This is an optimization exercise on Yosys and OpenROAD, whose aim is small area, a short achievable clock period and few clock cycles, not a production implementation.
Function not checked in this run: the RTL went through the layout flow alone.
Power figures rest on the tool's default switching activity, not on a simulated workload.

<file path="flow/run.sh">
#!/bin/bash
# synth_recipe.tcl (not shown) runs the flow's synth.tcl, then flattens the netlist and writes it again
# the make line also repeats each setting of config.mk as NAME=value (left out here)
make -C /OpenROAD-flow-scripts/flow DESIGN_CONFIG=/design/flow/config.mk WORK_HOME=/design/flow/orfs CLKGATE_MAP_FILE= SYNTH_SCRIPT=/design/flow/synth_recipe.tcl finish
</file>
<file path="flow/config.mk">
export PLATFORM = sky130hd
export DESIGN_NAME = cpu
export DESIGN_NICKNAME = cpu
export VERILOG_FILES = /design/flow/design.v
export SDC_FILE = /design/flow/constraint.sdc
export NUM_CORES = 4
export LEC_CHECK = 0
export ABC_CLOCK_PERIOD_IN_PS = 3000
export CAP_MARGIN = 20
export CORE_MARGIN = 2
export CORE_UTILIZATION = 40
export PLACE_DENSITY = 0.6
export SETUP_SLACK_MARGIN = 5
export SLEW_MARGIN = 20
</file>
<file path="flow/constraint.sdc">
create_clock -name core_clock -period 11.0 [get_ports {clk}]
set_input_delay 2.2000 -clock core_clock [delete_from_list [all_inputs] [get_ports {clk}]]
set_output_delay 2.2000 -clock core_clock [all_outputs]
set_load 0.01 [all_outputs]
</file>
<file path="flow/design.v">
module cpu (
    input  wire        clk,
    input  wire        rst,
    output wire [31:0] imem_addr,
    input  wire [31:0] imem_rdata,
    output wire        dmem_re,
    output wire        dmem_we,
    output wire [31:0] dmem_addr,
    output wire [31:0] dmem_wdata,
    input  wire [31:0] dmem_rdata
);
reg  [31:2] pcf;             
reg  [31:2] pc_f2;           
reg         v_f2;
reg  [31:0] ir;              
reg  [31:2] pc_d;
reg  [31:2] tgt_d;
reg         unc_d;           
reg         v_d;
reg         stall;           
reg  [31:0] op1, op2;        
reg  [31:2] tgt_e;
reg         v_e, bq_e, ld_e, wr_e, st_e;
reg  [4:0]  rd_e;
reg         sub_e;
reg  [5:0]  sel_e;           
reg  [31:0] res_m;           
reg  [4:0]  rd_m;
reg         wr_m, ld_m;
reg  [31:0] rf [1:31];
wire [31:0] sum  = op1 + op2 + {31'b0, sub_e};
wire [31:0] shl  = op1 << op2[4:0];
wire [31:0] shr  = op1 >> op2[4:0];
wire [31:0] alu  = ({32{sel_e[0]}} & sum) | ({32{sel_e[1]}} & shl) |
                   ({32{sel_e[2]}} & shr) | ({32{sel_e[3]}} & (op1 ^ op2)) |
                   ({32{sel_e[4]}} & (op1 | op2)) | ({32{sel_e[5]}} & (op1 & op2));
wire        misp = v_e & bq_e & (op1 == op2);
assign dmem_addr  = op1;
assign dmem_wdata = op2;
assign dmem_we    = st_e;
assign dmem_re    = ld_e;
wire [6:0] opc = ir[6:0];
wire d_jal = ir[3];
wire d_beq = ir[6] & ~ir[2];
wire d_ld  = ~ir[5] & ~ir[4];
wire d_st  = ~ir[6] & ir[5] & ~ir[4];
wire d_imm = ~ir[5] & ir[4];                   
wire d_r   = ir[5] & ir[4];                    
wire d_wr  = (~ir[5] | ir[4] | ir[2]) & (ir[11:7] != 5'd0);
wire [4:0] rs1 = ir[19:15];
wire [4:0] rs2 = ir[24:20];
wire [4:0] rd  = ir[11:7];
wire [2:0] f3  = ir[14:12];
wire e_fw = v_e & wr_e;                        
function [31:0] rdreg(input [4:0] a);
    rdreg = (a == 5'd0) ? 32'b0 : rf[a];
endfunction
wire [31:0] rf1 = rdreg(rs1);
wire [31:0] rf2 = rdreg(rs2);
wire [31:0] m_val = ld_m ? dmem_rdata : res_m;
wire hit_e1 = e_fw & (rd_e == rs1);
wire hit_e2 = e_fw & (rd_e == rs2);
wire hit_m1 = wr_m & (rd_m == rs1);
wire hit_m2 = wr_m & (rd_m == rs2);
wire [31:0] v1 = hit_e1 ? alu : hit_m1 ? m_val : rf1;
wire [31:0] v2 = hit_e2 ? alu : hit_m2 ? m_val : rf2;
wire [31:0] base = hit_m1 ? res_m : rf1;       
wire [31:0] imm_i = {{20{ir[31]}}, ir[31:20]};
wire [31:0] imm_s = {{20{ir[31]}}, ir[31:25], ir[11:7]};
wire [31:0] addr  = base + (d_st ? imm_s : imm_i);
wire [31:2] link  = pc_d + 30'd1;
wire        d_sub = d_r & ir[30] & (f3 == 3'b000);
wire go_d = v_d & ~stall & ~misp;              
wire [31:0] in = imem_rdata;
wire f_jal = in[3];
wire f_beq = in[6] & ~in[2];
wire f_unc = f_jal | (f_beq & (in[19:15] == in[24:20]));
wire [31:0] imm_j = {{12{in[31]}}, in[19:12], in[20], in[30:21], 1'b0};
wire [31:0] imm_b = {{20{in[31]}}, in[7], in[30:25], in[11:8], 1'b0};
wire [31:2] f_tgt = pc_f2 + (f_jal ? imm_j[31:2] : imm_b[31:2]);
wire redir = v_d & unc_d;
wire [31:2] fa = redir ? tgt_d : pcf;
assign imem_addr = {fa, 2'b00};
wire [31:0] nx_ir  = stall ? ir : in;
wire        nx_v   = stall ? (v_d & ~misp) : (v_f2 & ~redir & ~misp);
wire        nx_jal = nx_ir[3];
wire        nx_unc = stall ? unc_d : f_unc;
wire        nx_mem = ~nx_ir[6] & ~nx_ir[4];    
wire        nx_u2  = nx_ir[5] & ~nx_ir[4] | nx_ir[5] & ~nx_ir[2];  
wire [4:0]  nx_rs1 = nx_ir[19:15];
wire [4:0]  nx_rs2 = nx_ir[24:20];
wire        e_ld_nx = go_d & d_ld & d_wr;
wire        e_wr_nx = go_d & d_wr;
wire stall_nx = nx_v & ~nx_unc & (
      (e_ld_nx & ((~nx_jal & nx_rs1 == rd) | (nx_u2 & nx_rs2 == rd))) |
      (e_wr_nx & nx_mem & nx_rs1 == rd) |
      (v_e & ld_e & wr_e & nx_mem & nx_rs1 == rd_e));
always @(posedge clk) begin
    if (wr_m)
        rf[rd_m] <= m_val;
    pc_f2 <= fa;
    pcf   <= misp ? tgt_e : stall_nx ? fa : fa + 30'd1;
    if (!stall) begin
        ir    <= in;
        pc_d  <= pc_f2;
        tgt_d <= f_tgt;
        unc_d <= f_unc;
    end
    op1   <= d_jal ? {link, 2'b00} : (d_ld | d_st) ? addr : v1;
    op2   <= d_imm ? imm_i : d_jal ? 32'b0 : d_sub ? ~v2 : v2;
    tgt_e <= tgt_d;
    bq_e  <= d_beq & ~unc_d;
    rd_e  <= rd;
    sub_e <= d_sub;
    sel_e <= {d_r & f3 == 3'b111, d_r & f3 == 3'b110, d_r & f3 == 3'b100,
              d_r & f3 == 3'b101, d_r & f3 == 3'b001,
              d_jal | d_imm | d_r & f3 == 3'b000};
    wr_e  <= d_wr;
    st_e  <= go_d & d_st & ~rst;
    ld_e  <= go_d & d_ld & ~rst;
    res_m <= alu;
    rd_m  <= rd_e;
    ld_m  <= ld_e;
    wr_m  <= v_e & wr_e & ~rst;
    if (rst) begin
        pcf   <= 30'd0;
        v_f2  <= 1'b0;
        v_d   <= 1'b0;
        v_e   <= 1'b0;
        stall <= 1'b0;
    end else begin
        v_f2  <= ~misp;
        v_d   <= nx_v;
        v_e   <= go_d;
        stall <= stall_nx;
    end
end
endmodule
</file>
==> run notes <==
==> per-layer routing <==
metal  GRT usage, %  vias to the layer above
li1               -                    19400
met1           35.2                    23900
met2           41.8                     2426
met3           3.88                      448
met4           11.4                        2
met5              0                        -
==> final cells by class <==
| cell class | count | area (um^2) | share of cell area, % |
|---|---|---|---|
| Clock buffer | 178 | 3730 | 4.83 |
| Clock inverter | 68 | 671 | 0.869 |
| Timing Repair Buffer | 268 | 2620 | 3.40 |
| Sequential cell | 1296 | 36700 | 47.5 |
| Tap cell | 2233 | 2790 | 3.62 |
| Inverter | 183 | 688 | 0.891 |
| Multi-Input combinational cell | 2989 | 30000 | 38.9 |
==> power breakdown <==
| part | internal, mW | switching (mW) | total [mW] |
|---|---|---|---|
| sequential | 5.98 | 0.302 | 6.28 |
| clock | 2.66 | 1.98 | 4.64 |
| combinational | 1.02 | 1.83 | 2.85 |
==> cells in the final DEF, fill, tap and decap left out, types with 16 or more instances in the layout <==
master,n
ha_1,127
nand3_1,95
nand4_1,37
nand2_1,308
nor4_1,31
xor2_1,55
o211ai_1,38
clkinv_2,21
a221o_1,19
xnor2_1,68
clkinv_1,22
nand2b_1,16
nor2_1,255
o22ai_1,30
clkbuf_16,146
o221ai_1,41
mux2i_1,223
inv_1,178
a31oi_1,29
o21ai_0,146
a211oi_1,60
dfxtp_1,214
clkdlybuf4s50_1,158
nor2_4,31
and3_1,30
clkbuf_1,33
a21o_1,55
o21a_1,18
edfxtp_1,1067
buf_4,93
mux2_2,50
a22oi_1,16
nor3_1,65
a21oi_1,235
mux4_2,615
==> logic make-up after synthesis <==
logic type / count (synthesis)
simple gates: 988
flops: 1296
mux: 893
xor+xnor: 123
fa+ha+maj: 131
other cells: 1
compound gates: 852
buf+inv: 521
==> final timing paths <==
path,start,cells after the start,endpoint,slack [ns]
worst max-delay path,op2[2]$_DFF_P_,13,pcf[15]$_SDFF_PP0_,5.08
worst min-delay path,tgt_d[16]$_DFFE_PN_,0,tgt_e[16]$_DFF_P_,0.37
worst min register to register,tgt_d[16]$_DFFE_PN_,0,tgt_e[16]$_DFF_P_,0.37
worst max register to register,op2[2]$_DFF_P_,13,pcf[15]$_SDFF_PP0_,5.08
==> cells in the mapped netlist, types with 16 or more instances <==
cell      count
mux2i_1     224
nand2b_1     16
dfxtp_1     229
ha_1        127
a22oi_1      16
edfxtp_1   1067
o211ai_1     38
inv_1       180
a221o_1      19
clkbuf_1    180
xnor2_1      68
mux4_2      615
o22ai_1      30
a21oi_1     236
a211oi_1     60
buf_4        32
a31oi_1      29
xor2_1       55
mux2_2       50
o221ai_1     41
nand2_1     308
o21a_1       18
o21ai_0     148
buf_2        83
nor2_1      286
buf_1        25
a21o_1       55
nor4_1       31
nand3_1      96
nor3_1       66
nand4_1      37
and3_1       31
==> through the flow <==
step / utilization, % / setup slack, ns / total power, mW / hold slack [ns] / area (um^2)
floorplan: - / 5.68 / 8.03 / 0.348 / 68700
global placement: 42.4 / 4.17 / 9.13 / 0.355 / 72600
detailed placement: 42.4 / 4.16 / 9.16 / 0.354 / 72600
CTS: 45.0 / 5.00 / 13.8 / 0.369 / 77100
global route: 45.1 / 5.01 / 14.2 / 0.377 / 77200
finish: 45.1 / 5.08 / 13.8 / 0.369 / 77200
==> sequential cells by signal (all words and copies together), names as in the netlist, 5 cells and up <==
register  cells
rd_e          5
pc_f2        30
pcf          30
rf          992
tgt_e        30
rd_m          5
op2          32
pc_d         30
op1          32
ir           30
sel_e         6
tgt_d        30
res_m        32
==> worst max-delay path, delay by kind of cell (launching register included) <==
family                   cells  cell delay, ns
AND/OR/NAND/NOR              6            2.76
buffers and inverters        4            1.59
AO/OA/AOI/OAI                2            0.64
adder cells (fa/ha/maj)      1            0.44
flip-flops                   1            0.29
==> timing repair <==
action | in CTS | in global routing
pin swaps | 0 | 1
gates resized for setup | 8 | 16
endpoints found under the setup margin | 16 | 11
buffers inserted | 1 | 2
cloned | 1 | 2
==> metrics.md <==
| Metric | Value |
|---|---|
| Row count | `152` |
| Setup_tns | `0 ns` |
| Fill count | `15.0k` |
| Yosys top cell area share | `46.7%` |
| Minimum clock period after layout | `5.92 ns` |
| Fin crit share | `53.8%` |
| Arr. time, crit path | `6.60 ns` |
| Post-Synth XOR/XNOR Area | `1.57%` |
| Die height | `418 um` |
| CP max stage delay | `0.85 ns` |
| Met2 WL post-DR | `110000 um` |
| Synth Area in Compound Gates | `8.22%` |
| Dominant cells by area after synthesis | `edfxtp_1 47%, mux4_2 20%, dfxtp_1 6.7%` |
| First-pass detailed-route iteration total | `6` |
| Met3 wire len | `19000 um` |
| Hold buffer count at cts | `0` |
| Iter 0 DRT Violations | `5826` |
| Hold Path Class | `flip-flop to flip-flop` |
| Clock Path Buffers | `3` |
| Slew HR | `27.9%` |
| CTS tree | `built` |
| Final slew viol count | `0` |
| Number of synthesis warnings | `1` |
| M1 wire length | `91300 um` |
| CTS H-tree lvls | `4` |
| Post-synthesis simple-gate area fraction | `6.73%` |
| Initial antenna violation count | `4` |
| Dpl hpwl | `149000 um` |
| Crit path required time | `11.68 ns` |
| Highest Signal Layer | `met5` |
| Placed cells | `6963` |
| Final net count | `5072` |
| Share of cells above drive strength 1 | `21.3%` |
| Chip width | `418 um` |
| Max-Cap Viols | `0` |
| Core ar. | `171000 um^2` |
| Post-DR vias/cell | `6.40` |
| Root buffer cell | `clkbuf_16` |
| Vias | `46.2k` |
| Final Setup Violations | `0` |
| Post-synth EDFFs | `1067` |
| Slowest library cell on the worst path | `nor4_1` |
| Synth Area in Adders | `2.43%` |
| Worst-case clock skew | `0.0381 ns` |
| # diodes | `0` |
| Worst-skew pair later-pin latency | `0.80 ns` |
| P&R area growth vs syn | `12.4%` |
| Outcome | `finished clean` |
| Measured slew at the worst slew-check pin | `1.08 ns` |
| Netlist cell types | `96` |
| Sequential cell area fraction in the yosys report | `53.3%` |
| Total wire length | `231000 um` |
| Pwr/cell area | `178 nW/um^2` |
| Worst vdd ir | `124 uV` |
| Sink Count | `1296` |
| Synth Area per Inst | `14.3 um^2` |
| Top cell type by total area after synthesis | `edfxtp_1` |
| Critical path capture point type | `flip-flop` |
| Global route overflow | `0` |
| Fmax | `169 MHz` |
| Io pins | `164` |
| GRT Total Usage | `26.0%` |
| Main synth FF type | `edfxtp_1` |
| Antenna-violating nets left | `0` |
| Per-cell routed wire length | `32.0 um` |
| Pleak | `26.4 nW` |
| Post-synth ARST share | `0%` |
| Most common cell on crit path | `buf_4` |
| Post-route DRC violation count | `0` |
| Number of global-route vias before repair | `45.0k` |
| Largest family of logic cells by synthesized area | `multiplexers` |
| Starting Density | `40.1%` |
| Num CTS Buffers | `137` |
| Gate Count Post-Synth | `4805` |
| Final Hold Viols | `0` |
| Post-route insts no fill | `7215` |
| Multiplexer share of the synthesized area | `24.4%` |
| Largest net degree at the start of global routing | `99` |
| RD Place Congestion | `0.950` |
| Yosys reg bits | `1296` |
| Die area | `175000 um^2` |
| Clock-pin slew on the worst setup and hold paths | `0.06 ns` |
| Startpoint type of the worst setup path | `flip-flop` |
| First-pass GRT wire length | `328000 um` |
| Worst-path fanout max | `75` |
| Mapped Area | `68700 um^2` |
| Path type of the worst setup path | `flip-flop to flip-flop` |
| RSZ-0062 raised after global routing | `false` |
| Cell Chain, Critical Path | `buf_4 -> inv_2 -> buf_4 -> ha_1 -> nor4_1 -> nand4_1 -> nor3_4 -> buf_4 -> nor3_1 -> o21a_1 -> or4_1 -> nor4b_1 -> a311o_1` |
| Port Buf Inserts | `159` |

-- re-timing with driven ports --
How much do the figures lean on ideal ports? The routed layout below was timed once more, with nothing changed but the port constraints.
Step 1 (the two cells are an assumption about what drives the block):
set clk [get_ports {clk}]
set_driving_cell -lib_cell sky130_fd_sc_hd__clkbuf_16 $clk
set_driving_cell -lib_cell sky130_fd_sc_hd__buf_2 [delete_from_list [all_inputs] $clk]
Step 2 also shifts input and output timing later by t, the mid clock arrival at the registers, as if the neighbouring blocks saw the same clock.
Three values: ideal, step 1, step 2; two values: the first two.
shift t [ns]: 0.869
slack for setup (ns): 5.081 / 5.081 / 4.675
hold WS [ns]: 0.369 / 0.369 / 0.369
worst setup path after step 2: input to register
worst slew at a driven data input, ns: 0.06
After both steps this run still meets setup and hold. The setup slack of this run moves by 0.000 ns with the drivers and by -0.406 ns with both steps.
